From an optimization exercise on the open Yosys and OpenROAD flow, aimed at small area; shortcuts taken in it are not production practice.
In this exercise RTL edits were held to simulation tests only and were not proved equivalent to the original.
Power is estimated from default activity; no workload was simulated.

main:
// hispi_rx
module hispi_rx(
	input [47:0] data_in,
	output [63:0] data_out,
	output data_valid,
	output frame_start,
	input clk,
	input rst
);
Settings: LEC_CHECK=0, ABC_AREA=1, CAP_MARGIN=20, CORE_MARGIN=2, CORE_UTILIZATION=55, GPL_TIMING_DRIVEN=0, SETUP_SLACK_MARGIN=0.2, SLEW_MARGIN=20, SYNTH_MEMORY_MAX_BITS=131072; clock period 10.0 ns.
standard.sh (not shown) runs the stock make flow with config.mk's settings and CLKGATE_MAP_FILE= SYNTH_SCRIPT=/design/flow/synth_recipe.tcl, a recipe that flattens the netlist after the stock synthesis.
==> flow/flow/run.sh <==
#!/bin/bash
# Layout flow: the standard flow (standard.sh) with these changes:
#  - synthesis: ABC maps the logic with area-oriented scripts (flow/abc*.script)
#    instead of ORFS's abc_area.script, and Yosys's extract_fa is skipped.
#    The synthesis is run once per script and the one with the smallest cell
#    area is kept. Registers come out exactly as in the standard synthesis
#    (ABC only maps the logic between them).
#  - CTS: no dummy loads, clkbuf_8 clock buffers;
#  - port buffers: every input and output port still gets a buffer,
#    sky130_fd_sc_hd__buf_1.
# Each tool's output goes to a log file in this folder (and ORFS's own logs
# under orfs*/logs).
set -euo pipefail
W=$(pwd)
cp config.mk own_config.mk
cat >> own_config.mk <<'MK'
export CTS_ARGS = -sink_clustering_enable -repair_clock_nets -dont_use_dummy_load -buf_list sky130_fd_sc_hd__clkbuf_8
export BUFFER_PORTS_ARGS = -buffer_cell sky130_fd_sc_hd__buf_1
MK
# own_synth_<n>.tcl: synth_recipe.tcl with ABC script <n> and no extract_fa
mk_synth() {
  cat > "$W/own_synth_$1.tcl" <<TCL
proc abc {args} {
  set i [lsearch -exact \$args -script]
  if { \$i >= 0 } { lset args [expr {\$i + 1}] $W/flow/abc$1.script }
  yosys abc {*}\$args
}
proc extract_fa {args} { puts "extract_fa skipped" }
source $W/synth_recipe.tcl
TCL
}
# own_standard_<n>.sh: standard.sh with that synthesis, in work home $2
mk_std() {
  sed -e "s#SYNTH_SCRIPT=[^ ]*#SYNTH_SCRIPT=$W/own_synth_$1.tcl#" \
      -e "s#DESIGN_CONFIG=[^ ]*#DESIGN_CONFIG=$W/own_config.mk#" \
      -e "s#WORK_HOME=[^ ]*#WORK_HOME=$2#" standard.sh > "own_standard_$1.sh"
  grep -q "SYNTH_SCRIPT=$W/own_synth_$1.tcl" "own_standard_$1.sh"
  grep -q "WORK_HOME=$2 " "own_standard_$1.sh"
}
best=""; best_area=""
for f in flow/abc*.script; do
  n=$(basename "$f" .script); n=${n#abc}
  mk_synth "$n"
  mk_std "$n" "$W/orfs_try$n"
  bash "own_standard_$n.sh" synth > "synth_try$n.log" 2>&1 &
done
wait
for f in flow/abc*.script; do
  n=$(basename "$f" .script); n=${n#abc}
  st="$W/orfs_try$n/reports/sky130hd/hispi_rx/base/synth_stat.txt"
  a=$(grep -m1 "Chip area for module" "$st" | awk '{print $NF}') || continue
  echo "script $n: area $a" >> synth_choice.log
  if [[ -z "$best" ]] || awk -v a="$a" -v b="$best_area" 'BEGIN{exit !(a < b)}'; then
    best=$n; best_area=$a
  fi
done
echo "chosen: script $best ($best_area)" >> synth_choice.log
mk_std "$best" "$W/orfs"
cp "own_standard_$best.sh" own_standard.sh
bash own_standard.sh synth > synth.log 2>&1
bash own_standard.sh finish > finish.log 2>&1
test -f out/final.def
Other scripts of this flow, unchanged in this note and not shown: flow/flow/abc1.script, flow/flow/abc2.script, flow/flow/abc3.script, flow/flow/abc4.script, flow/flow/abc5.script, flow/flow/abc6.script, flow/flow/abc7.script, flow/flow/abc8.script, flow/flow/abc9.script
main | status: complete | timing, DRC, antenna: pass
### main -> the feature branch
-- flow/config.mk --
<<< main, line 10
export CORE_MARGIN = 2
export CORE_UTILIZATION = 55
export GPL_TIMING_DRIVEN = 0
export SETUP_SLACK_MARGIN = 0.2
export SLEW_MARGIN = 20
>>> the feature branch, line 10
export CORE_MARGIN = 2
export CORE_UTILIZATION = 40
export SLEW_MARGIN = 20
Results
First element of the critical path = wo1[1]: main; first element of the critical path = wo2[1]: the feature branch
Share of the final layout cell area in multi-input gates: the feature branch < main
Of the two values seen for cell with the largest stage delay on the worst path, a222oi_1 was produced by the feature branch and nor3b_1 by main.
Flip-flop and latch area essentially unchanged between the feature branch and main.
The feature branch ended with more setup slack than main.

* * *

== run A ==
hispi_rx, a different RTL version from the one above (not shown whole).
Size: roughly 3000 cells after synthesis, roughly 120 I/O pins, ~0.020 sq mm of cells after synthesis.
clock: 10.0 ns
lec_check: 0
abc_area: 1
cap_margin: 20
core_margin: 2
core_utilization: 40
slew_margin: 20
synth_memory_max_bits: 131072
==> flow/flow/run.sh <==
#!/bin/bash
# Layout flow: the standard flow, with one change in synthesis: ABC maps the
# logic with an area-oriented script (flow/abc_area.script) instead of ORFS's
# abc_area.script. Everything else (registers, later steps) is the standard flow.
set -euo pipefail
W=$(pwd)
cp flow/abc_area.script "$W/abc_area.script"
cat > "$W/own_synth.tcl" <<TCL
# Use the flow's own ABC script; every other synthesis step is synth_recipe.tcl's.
proc abc {args} {
  set i [lsearch -exact \$args -script]
  if { \$i >= 0 } { lset args [expr {\$i + 1}] $W/abc_area.script }
  yosys abc {*}\$args
}
source $W/synth_recipe.tcl
TCL
sed "s#SYNTH_SCRIPT=[^ ]*#SYNTH_SCRIPT=$W/own_synth.tcl#" standard.sh > own_standard.sh
grep -q "SYNTH_SCRIPT=$W/own_synth.tcl" own_standard.sh
bash own_standard.sh synth > synth.log 2>&1
bash own_standard.sh finish > finish.log 2>&1
test -f out/final.def
==> flow/flow/abc_area.script <==
strash
dch
amap
The flow did not stop early for run A: all stages ran, and the layout cleared the timing, DRC and antenna checks.
What run B does differently from run A at the input level:
==> flow/flow/run.sh <==
#!/bin/bash
# Layout flow: the standard flow (standard.sh) with these changes:
#  - synthesis: ABC maps the logic with flow/abc_area.script (area-oriented
#    amap) instead of ORFS's abc_area.script, and Yosys's extract_fa is
#    skipped; registers come out exactly as in the standard synthesis;
#  - CTS: no dummy loads, clkbuf_8 clock buffers;
#  - port buffers: every input and output port still gets a buffer,
#    sky130_fd_sc_hd__buf_1.
# Each tool's output goes to a log file in this folder (and ORFS's own logs
# under orfs/logs).
set -euo pipefail
W=$(pwd)
cp flow/abc_area.script "$W/own_abc.script"
cat > "$W/own_synth.tcl" <<TCL
proc abc {args} {
  set i [lsearch -exact \$args -script]
  if { \$i >= 0 } { lset args [expr {\$i + 1}] $W/own_abc.script }
  yosys abc {*}\$args
}
proc extract_fa {args} { puts "extract_fa skipped" }
source $W/synth_recipe.tcl
TCL
cp config.mk own_config.mk
cat >> own_config.mk <<'MK'
export CTS_ARGS = -sink_clustering_enable -repair_clock_nets -dont_use_dummy_load -buf_list sky130_fd_sc_hd__clkbuf_8
export BUFFER_PORTS_ARGS = -buffer_cell sky130_fd_sc_hd__buf_1
MK
sed -e "s#SYNTH_SCRIPT=[^ ]*#SYNTH_SCRIPT=$W/own_synth.tcl#" \
    -e "s#DESIGN_CONFIG=[^ ]*#DESIGN_CONFIG=$W/own_config.mk#" standard.sh > own_standard.sh
grep -q "SYNTH_SCRIPT=$W/own_synth.tcl" own_standard.sh
grep -q "DESIGN_CONFIG=$W/own_config.mk" own_standard.sh
bash own_standard.sh synth > synth.log 2>&1
bash own_standard.sh finish > finish.log 2>&1
test -f out/final.def
==> flow/flow/abc_area.script <==
strash
ifraig
dc2
dch
amap
==> comparison <==
Relative to run A, setup slack increased by 0.080 ns in run B.
Slowest cell on the critical path = sky130_fd_sc_hd__dfxtp_2: run A; slowest cell on the critical path = sky130_fd_sc_hd__nand2_1: run B
Run B vs run A: number of well taps down in run B
Sort run A and run B by global-route usage, descending, and run B comes first.
Going from run A to run B, number of buffer and inverter instances along the worst setup path climbed 4; filler cell count -33; total area of multi-input combinational cells now smaller; gate count of the mapped netlist lost 40.
Sort run A and run B by die boundary width, descending, and run A comes first.
For run C, these inputs were changed with respect to run B:
==> flow/run.sh (new file) <==
#!/bin/bash
# synth_recipe.tcl (not shown) runs the flow's synth.tcl, then flattens the netlist and writes it again
# the make line also repeats each setting of config.mk as NAME=value (left out here)
make -C /OpenROAD-flow-scripts/flow DESIGN_CONFIG=/design/flow/config.mk WORK_HOME=/design/flow/orfs CLKGATE_MAP_FILE= SYNTH_SCRIPT=/design/flow/synth_recipe.tcl finish
removed: flow/flow/run.sh
removed: flow/flow/abc_area.script
removed: flow/standard.sh
Notes after the runs:
- Diff run B -> run C: worst hold slack saw an increase, placed cell area saw an increase, time the worst path needs with I/O delays and setup saw a decrease, setup slack after placement saw an increase, cell area after layout saw an increase.
- | area added between synthesis and finish | run C vs run B | 2.6 points lower |

* * *

hispi_rx with an RTL version that a note above also has.
Size in the first run: ~120 I/O pins, about 19000 µm² of cells after synthesis.
==> flow/config.mk <==
export PLATFORM = sky130hd
export DESIGN_NAME = hispi_rx
export DESIGN_NICKNAME = hispi_rx
export VERILOG_FILES = /design/flow/design.v
export SDC_FILE = /design/flow/constraint.sdc
export NUM_CORES = 4
export LEC_CHECK = 0
export ABC_AREA = 1
export CAP_MARGIN = 20
export CORE_MARGIN = 2
export CORE_UTILIZATION = 40
export GPL_TIMING_DRIVEN = 0
export SLEW_MARGIN = 20
export SYNTH_MEMORY_MAX_BITS = 131072
==> flow/constraint.sdc <==
create_clock -name core_clock -period 10.0 [get_ports {clk}]
set_input_delay 2.0000 -clock core_clock [delete_from_list [all_inputs] [get_ports {clk}]]
set_output_delay 2.0000 -clock core_clock [all_outputs]
set_load 0.01 [all_outputs]
==> flow/flow/run.sh <==
#!/bin/bash
# Layout flow: the standard flow (standard.sh) with these changes:
#  - synthesis: ABC maps the logic with area-oriented scripts (flow/abc*.script)
#    instead of ORFS's abc_area.script, and Yosys's extract_fa is skipped.
#    The synthesis is run once per script and the one with the smallest cell
#    area is kept. Registers come out exactly as in the standard synthesis
#    (ABC only maps the logic between them).
#  - CTS: no dummy loads, clkbuf_16 clock buffers, clusters of up to 20 sinks;
#  - port buffers: every input and output port still gets a buffer,
#    sky130_fd_sc_hd__buf_1.
# Each tool's output goes to a log file in this folder (and ORFS's own logs
# under orfs*/logs).
set -euo pipefail
W=$(pwd)
cp config.mk own_config.mk
cat >> own_config.mk <<'MK'
export CTS_ARGS = -sink_clustering_enable -repair_clock_nets -dont_use_dummy_load -buf_list sky130_fd_sc_hd__clkbuf_16 -sink_clustering_size 20 -sink_clustering_max_diameter 100
export BUFFER_PORTS_ARGS = -buffer_cell sky130_fd_sc_hd__buf_1
MK
# own_synth_<n>.tcl: synth_recipe.tcl with ABC script <n> and no extract_fa
mk_synth() {
  cat > "$W/own_synth_$1.tcl" <<TCL
proc abc {args} {
  set i [lsearch -exact \$args -script]
  if { \$i >= 0 } { lset args [expr {\$i + 1}] $W/flow/abc$1.script }
  yosys abc {*}\$args
}
proc extract_fa {args} { puts "extract_fa skipped" }
source $W/synth_recipe.tcl
TCL
}
# own_standard_<n>.sh: standard.sh with that synthesis, in work home $2
mk_std() {
  sed -e "s#SYNTH_SCRIPT=[^ ]*#SYNTH_SCRIPT=$W/own_synth_$1.tcl#" \
      -e "s#DESIGN_CONFIG=[^ ]*#DESIGN_CONFIG=$W/own_config.mk#" \
      -e "s#WORK_HOME=[^ ]*#WORK_HOME=$2#" standard.sh > "own_standard_$1.sh"
  grep -q "SYNTH_SCRIPT=$W/own_synth_$1.tcl" "own_standard_$1.sh"
  grep -q "WORK_HOME=$2 " "own_standard_$1.sh"
}
best=""; best_area=""
for f in flow/abc*.script; do
  n=$(basename "$f" .script); n=${n#abc}
  mk_synth "$n"
  mk_std "$n" "$W/orfs_try$n"
  bash "own_standard_$n.sh" synth > "synth_try$n.log" 2>&1 &
done
wait
for f in flow/abc*.script; do
  n=$(basename "$f" .script); n=${n#abc}
  st="$W/orfs_try$n/reports/sky130hd/hispi_rx/base/synth_stat.txt"
  a=$(grep -m1 "Chip area for module" "$st" | awk '{print $NF}') || continue
  echo "script $n: area $a" >> synth_choice.log
  if [[ -z "$best" ]] || awk -v a="$a" -v b="$best_area" 'BEGIN{exit !(a < b)}'; then
    best=$n; best_area=$a
  fi
done
echo "chosen: script $best ($best_area)" >> synth_choice.log
mk_std "$best" "$W/orfs"
cp "own_standard_$best.sh" own_standard.sh
bash own_standard.sh synth > synth.log 2>&1
bash own_standard.sh finish > finish.log 2>&1
test -f out/final.def
Other scripts of this flow, unchanged in this note and not shown: flow/flow/abc1.script, flow/flow/abc2.script, flow/flow/abc3.script, flow/flow/abc4.script, flow/flow/abc5.script, flow/flow/abc6.script, flow/flow/abc7.script, flow/flow/abc8.script, flow/flow/abc9.script
==> next run, changes <==
--- a/flow/flow/run.sh
+++ b/flow/flow/run.sh
@@ -8 +8 @@
-#  - CTS: no dummy loads, clkbuf_16 clock buffers, clusters of up to 20 sinks;
+#  - CTS: no dummy loads, clkbuf_8 clock buffers;
@@ -17 +17 @@
-export CTS_ARGS = -sink_clustering_enable -repair_clock_nets -dont_use_dummy_load -buf_list sky130_fd_sc_hd__clkbuf_16 -sink_clustering_size 20 -sink_clustering_max_diameter 100
+export CTS_ARGS = -sink_clustering_enable -repair_clock_nets -dont_use_dummy_load -buf_list sky130_fd_sc_hd__clkbuf_8
Result: Sequential cell count does not change. Final cell count is higher slightly. Cell area is higher slightly. Area after synthesis is unchanged. Die area stays the same. Non-clock buffer count is higher by 15.

* * *

== job 2498 ==
Another version of the RTL of hispi_rx (not shown whole).
Size: about 2800 cells after synthesis, ~120 I/O pins, roughly 0.019 mm² of cells after synthesis.
export LEC_CHECK = 0
export ABC_AREA = 1
export CAP_MARGIN = 20
export CORE_MARGIN = 2
export CORE_UTILIZATION = 50
export SLEW_MARGIN = 20
export SYNTH_MEMORY_MAX_BITS = 131072
create_clock -name core_clock -period 10.0 [get_ports {clk}]
==> flow/flow/run.sh <==
#!/bin/bash
# Layout flow: the standard flow (standard.sh) with these changes:
#  - synthesis: ABC maps the logic with area-oriented scripts (flow/abc*.script)
#    instead of ORFS's abc_area.script, and Yosys's extract_fa is skipped.
#    The synthesis is run once per script and the one with the smallest cell
#    area is kept. Registers come out exactly as in the standard synthesis
#    (ABC only maps the logic between them).
#  - CTS: no dummy loads, clkbuf_8 clock buffers;
#  - port buffers: every input and output port still gets a buffer,
#    sky130_fd_sc_hd__buf_1.
# Each tool's output goes to a log file in this folder (and ORFS's own logs
# under orfs*/logs).
set -euo pipefail
W=$(pwd)
cp config.mk own_config.mk
cat >> own_config.mk <<'MK'
export CTS_ARGS = -sink_clustering_enable -repair_clock_nets -dont_use_dummy_load -buf_list sky130_fd_sc_hd__clkbuf_8
export BUFFER_PORTS_ARGS = -buffer_cell sky130_fd_sc_hd__buf_1
MK
# own_synth_<n>.tcl: synth_recipe.tcl with ABC script <n> and no extract_fa
mk_synth() {
  cat > "$W/own_synth_$1.tcl" <<TCL
proc abc {args} {
  set i [lsearch -exact \$args -script]
  if { \$i >= 0 } { lset args [expr {\$i + 1}] $W/flow/abc$1.script }
  yosys abc {*}\$args
}
proc extract_fa {args} { puts "extract_fa skipped" }
source $W/synth_recipe.tcl
TCL
}
# own_standard_<n>.sh: standard.sh with that synthesis, in work home $2
mk_std() {
  sed -e "s#SYNTH_SCRIPT=[^ ]*#SYNTH_SCRIPT=$W/own_synth_$1.tcl#" \
      -e "s#DESIGN_CONFIG=[^ ]*#DESIGN_CONFIG=$W/own_config.mk#" \
      -e "s#WORK_HOME=[^ ]*#WORK_HOME=$2#" standard.sh > "own_standard_$1.sh"
  grep -q "SYNTH_SCRIPT=$W/own_synth_$1.tcl" "own_standard_$1.sh"
  grep -q "WORK_HOME=$2 " "own_standard_$1.sh"
}
best=""; best_area=""
for f in flow/abc*.script; do
  n=$(basename "$f" .script); n=${n#abc}
  mk_synth "$n"
  mk_std "$n" "$W/orfs_try$n"
  bash "own_standard_$n.sh" synth > "synth_try$n.log" 2>&1 &
done
wait
for f in flow/abc*.script; do
  n=$(basename "$f" .script); n=${n#abc}
  st="$W/orfs_try$n/reports/sky130hd/hispi_rx/base/synth_stat.txt"
  a=$(grep -m1 "Chip area for module" "$st" | awk '{print $NF}') || continue
  echo "script $n: area $a" >> synth_choice.log
  if [[ -z "$best" ]] || awk -v a="$a" -v b="$best_area" 'BEGIN{exit !(a < b)}'; then
    best=$n; best_area=$a
  fi
done
echo "chosen: script $best ($best_area)" >> synth_choice.log
mk_std "$best" "$W/orfs"
cp "own_standard_$best.sh" own_standard.sh
bash own_standard.sh synth > synth.log 2>&1
bash own_standard.sh finish > finish.log 2>&1
test -f out/final.def
Other scripts of this flow, unchanged in this note and not shown: flow/flow/abc1.script, flow/flow/abc2.script, flow/flow/abc3.script, flow/flow/abc4.script, flow/flow/abc5.script, flow/flow/abc6.script
Modified inputs, job 2370 compared to job 2498
- swapping 50 for 40 in CORE_UTILIZATION
==> comparison <==
- Comparing job 2498 with job 2370, the cell internal power dissipation came out essentially unchanged.
- Changes observed in job 2370 relative to job 2498: effective utilization at floorplan moved down, number of remaining DRC errors about even.
- Share of the cycle needed by the critical path after routing of job 2370 is on par with job 2498.
- A timing startpoint of the critical path of bo2[0]$_SDFFE_PP0P_ is what job 2370 shows, while wo3[1]$_SDFFE_PP0P_ belongs to job 2498.
- met4 as the top layer reached by signal wires was reported by job 2498, and met5 by job 2370.
- Diff job 2498 -> job 2370: die area went up by 0.0096 mm², slew at the pin closest to its max-slew limit has decreased, clock latency reported for the late side of the worst-skew pair comparable, met2 capacity usage during global routing went down 19 points, worst hold slack climbed 0.043 ns.
- Any difference in area fraction of clock buffers and clock inverters between job 2370 and job 2498 is small enough to ignore.
diff inputs: job 2370 => job 5055
- GPL_TIMING_DRIVEN newly set to 0
--- a/flow/flow/run.sh
+++ b/flow/flow/run.sh
@@ -8 +8 @@
-#  - CTS: no dummy loads, clkbuf_8 clock buffers;
+#  - CTS: no dummy loads, clkbuf_16 clock buffers, clusters of up to 20 sinks;
@@ -17 +17 @@
-export CTS_ARGS = -sink_clustering_enable -repair_clock_nets -dont_use_dummy_load -buf_list sky130_fd_sc_hd__clkbuf_8
+export CTS_ARGS = -sink_clustering_enable -repair_clock_nets -dont_use_dummy_load -buf_list sky130_fd_sc_hd__clkbuf_16 -sink_clustering_size 20 -sink_clustering_max_diameter 100
Results
Re routed length per placed instance: job 2370 was higher than job 5055.
Diff job 2370..job 5055 | sequential share of layout area | negligible
Going from job 2370 to job 5055, depth of the most critical reg-to-reg path grew by 11, final layout net count fell about 2.3%, wire length went down, total of clock buffers placed in the layout lost 27.
Side by side, fraction of final layout cells sized beyond drive strength 1 turned out lower in job 5055 than in job 2370.
Total power came out lower on job 5055 than on job 2370.
Across job 5055 and job 2370, the outcome is the same: a clean finish for every run.
Post-route met1 wirelength in job 5055 vs job 2370: down 960 µm
Job 5055 reports a lower power share of the clock group than job 2370 does.
Where via count is concerned, job 2370 is outperformed by job 5055.
diff inputs: job 5055 => job 8794
- putting SETUP_SLACK_MARGIN at 0.3 where nothing was set
- clearing GPL_TIMING_DRIVEN, which used to be 0
- swapping 40 for 60 in CORE_UTILIZATION
--- a/flow/flow/run.sh
+++ b/flow/flow/run.sh
@@ -8 +8 @@
-#  - CTS: no dummy loads, clkbuf_16 clock buffers, clusters of up to 20 sinks;
+#  - CTS: no dummy loads, clkbuf_8 clock buffers;
@@ -17 +17 @@
-export CTS_ARGS = -sink_clustering_enable -repair_clock_nets -dont_use_dummy_load -buf_list sky130_fd_sc_hd__clkbuf_16 -sink_clustering_size 20 -sink_clustering_max_diameter 100
+export CTS_ARGS = -sink_clustering_enable -repair_clock_nets -dont_use_dummy_load -buf_list sky130_fd_sc_hd__clkbuf_8
Results
met4 as the top metal layer carrying routed signals was reported by job 5055, and met5 by job 8794.
Compared with job 5055, in job 8794 simple logic cell fraction of the synthesized area was more or less identical; critical path depth went up by 16.
Job 8794 ended with more worst path setup slack after routing than job 5055.
Against job 5055, global-route wire length before repair in job 8794 fell by a few percent.

## separate check: timing with driven ports
Ports are ideal in the flow. The routed layouts listed here were re-timed in OpenROAD. Step 1, drivers: a clkbuf_16 drives clk and a buf_2 each remaining input, both assumed. Step 2 moves the port delays by t, midway between the first and last clock arrival at a register: inputs arrive t later, outputs are due t later. That takes back most of the time a late clock gives input paths. a / b / c = ideal ports / drivers / drivers and shift; a / b = the first two.
run | t, ns | slack for setup (ns) | worst hold slack (ns)
main | 0.647 | 0.414 / 0.363 / 1.011 | 0.329 / 0.329 / 0.329
the feature branch | 0.649 | 0.499 / 0.445 / 1.094 | 0.324 / 0.324 / 0.324
run A | 0.606 | 0.655 / 0.592 / 1.198 | 0.355 / 0.355 / 0.355
run B | 0.665 | 0.735 / 0.681 / 1.346 | 0.341 / 0.341 / 0.341
run C | 0.613 | 1.598 / 1.537 / 2.150 | 0.352 / 0.352 / 0.352
the first run of note 3 | 0.596 | 0.475 / 0.416 / 1.012 | 0.347 / 0.347 / 0.347
the second run of note 3 | 0.639 | 0.391 / 0.337 / 0.977 | 0.322 / 0.322 / 0.322
job 2498 | 0.643 | 0.492 / 0.445 / 1.088 | 0.306 / 0.307 / 0.307
job 2370 | 0.656 | 0.479 / 0.422 / 1.079 | 0.349 / 0.349 / 0.349
job 5055 | 0.570 | 0.359 / 0.301 / 0.870 | 0.275 / 0.275 / 0.275
job 8794 | 0.654 | 0.667 / 0.618 / 1.272 | 0.299 / 0.299 / 0.299
After both steps every run listed still meets setup and hold.
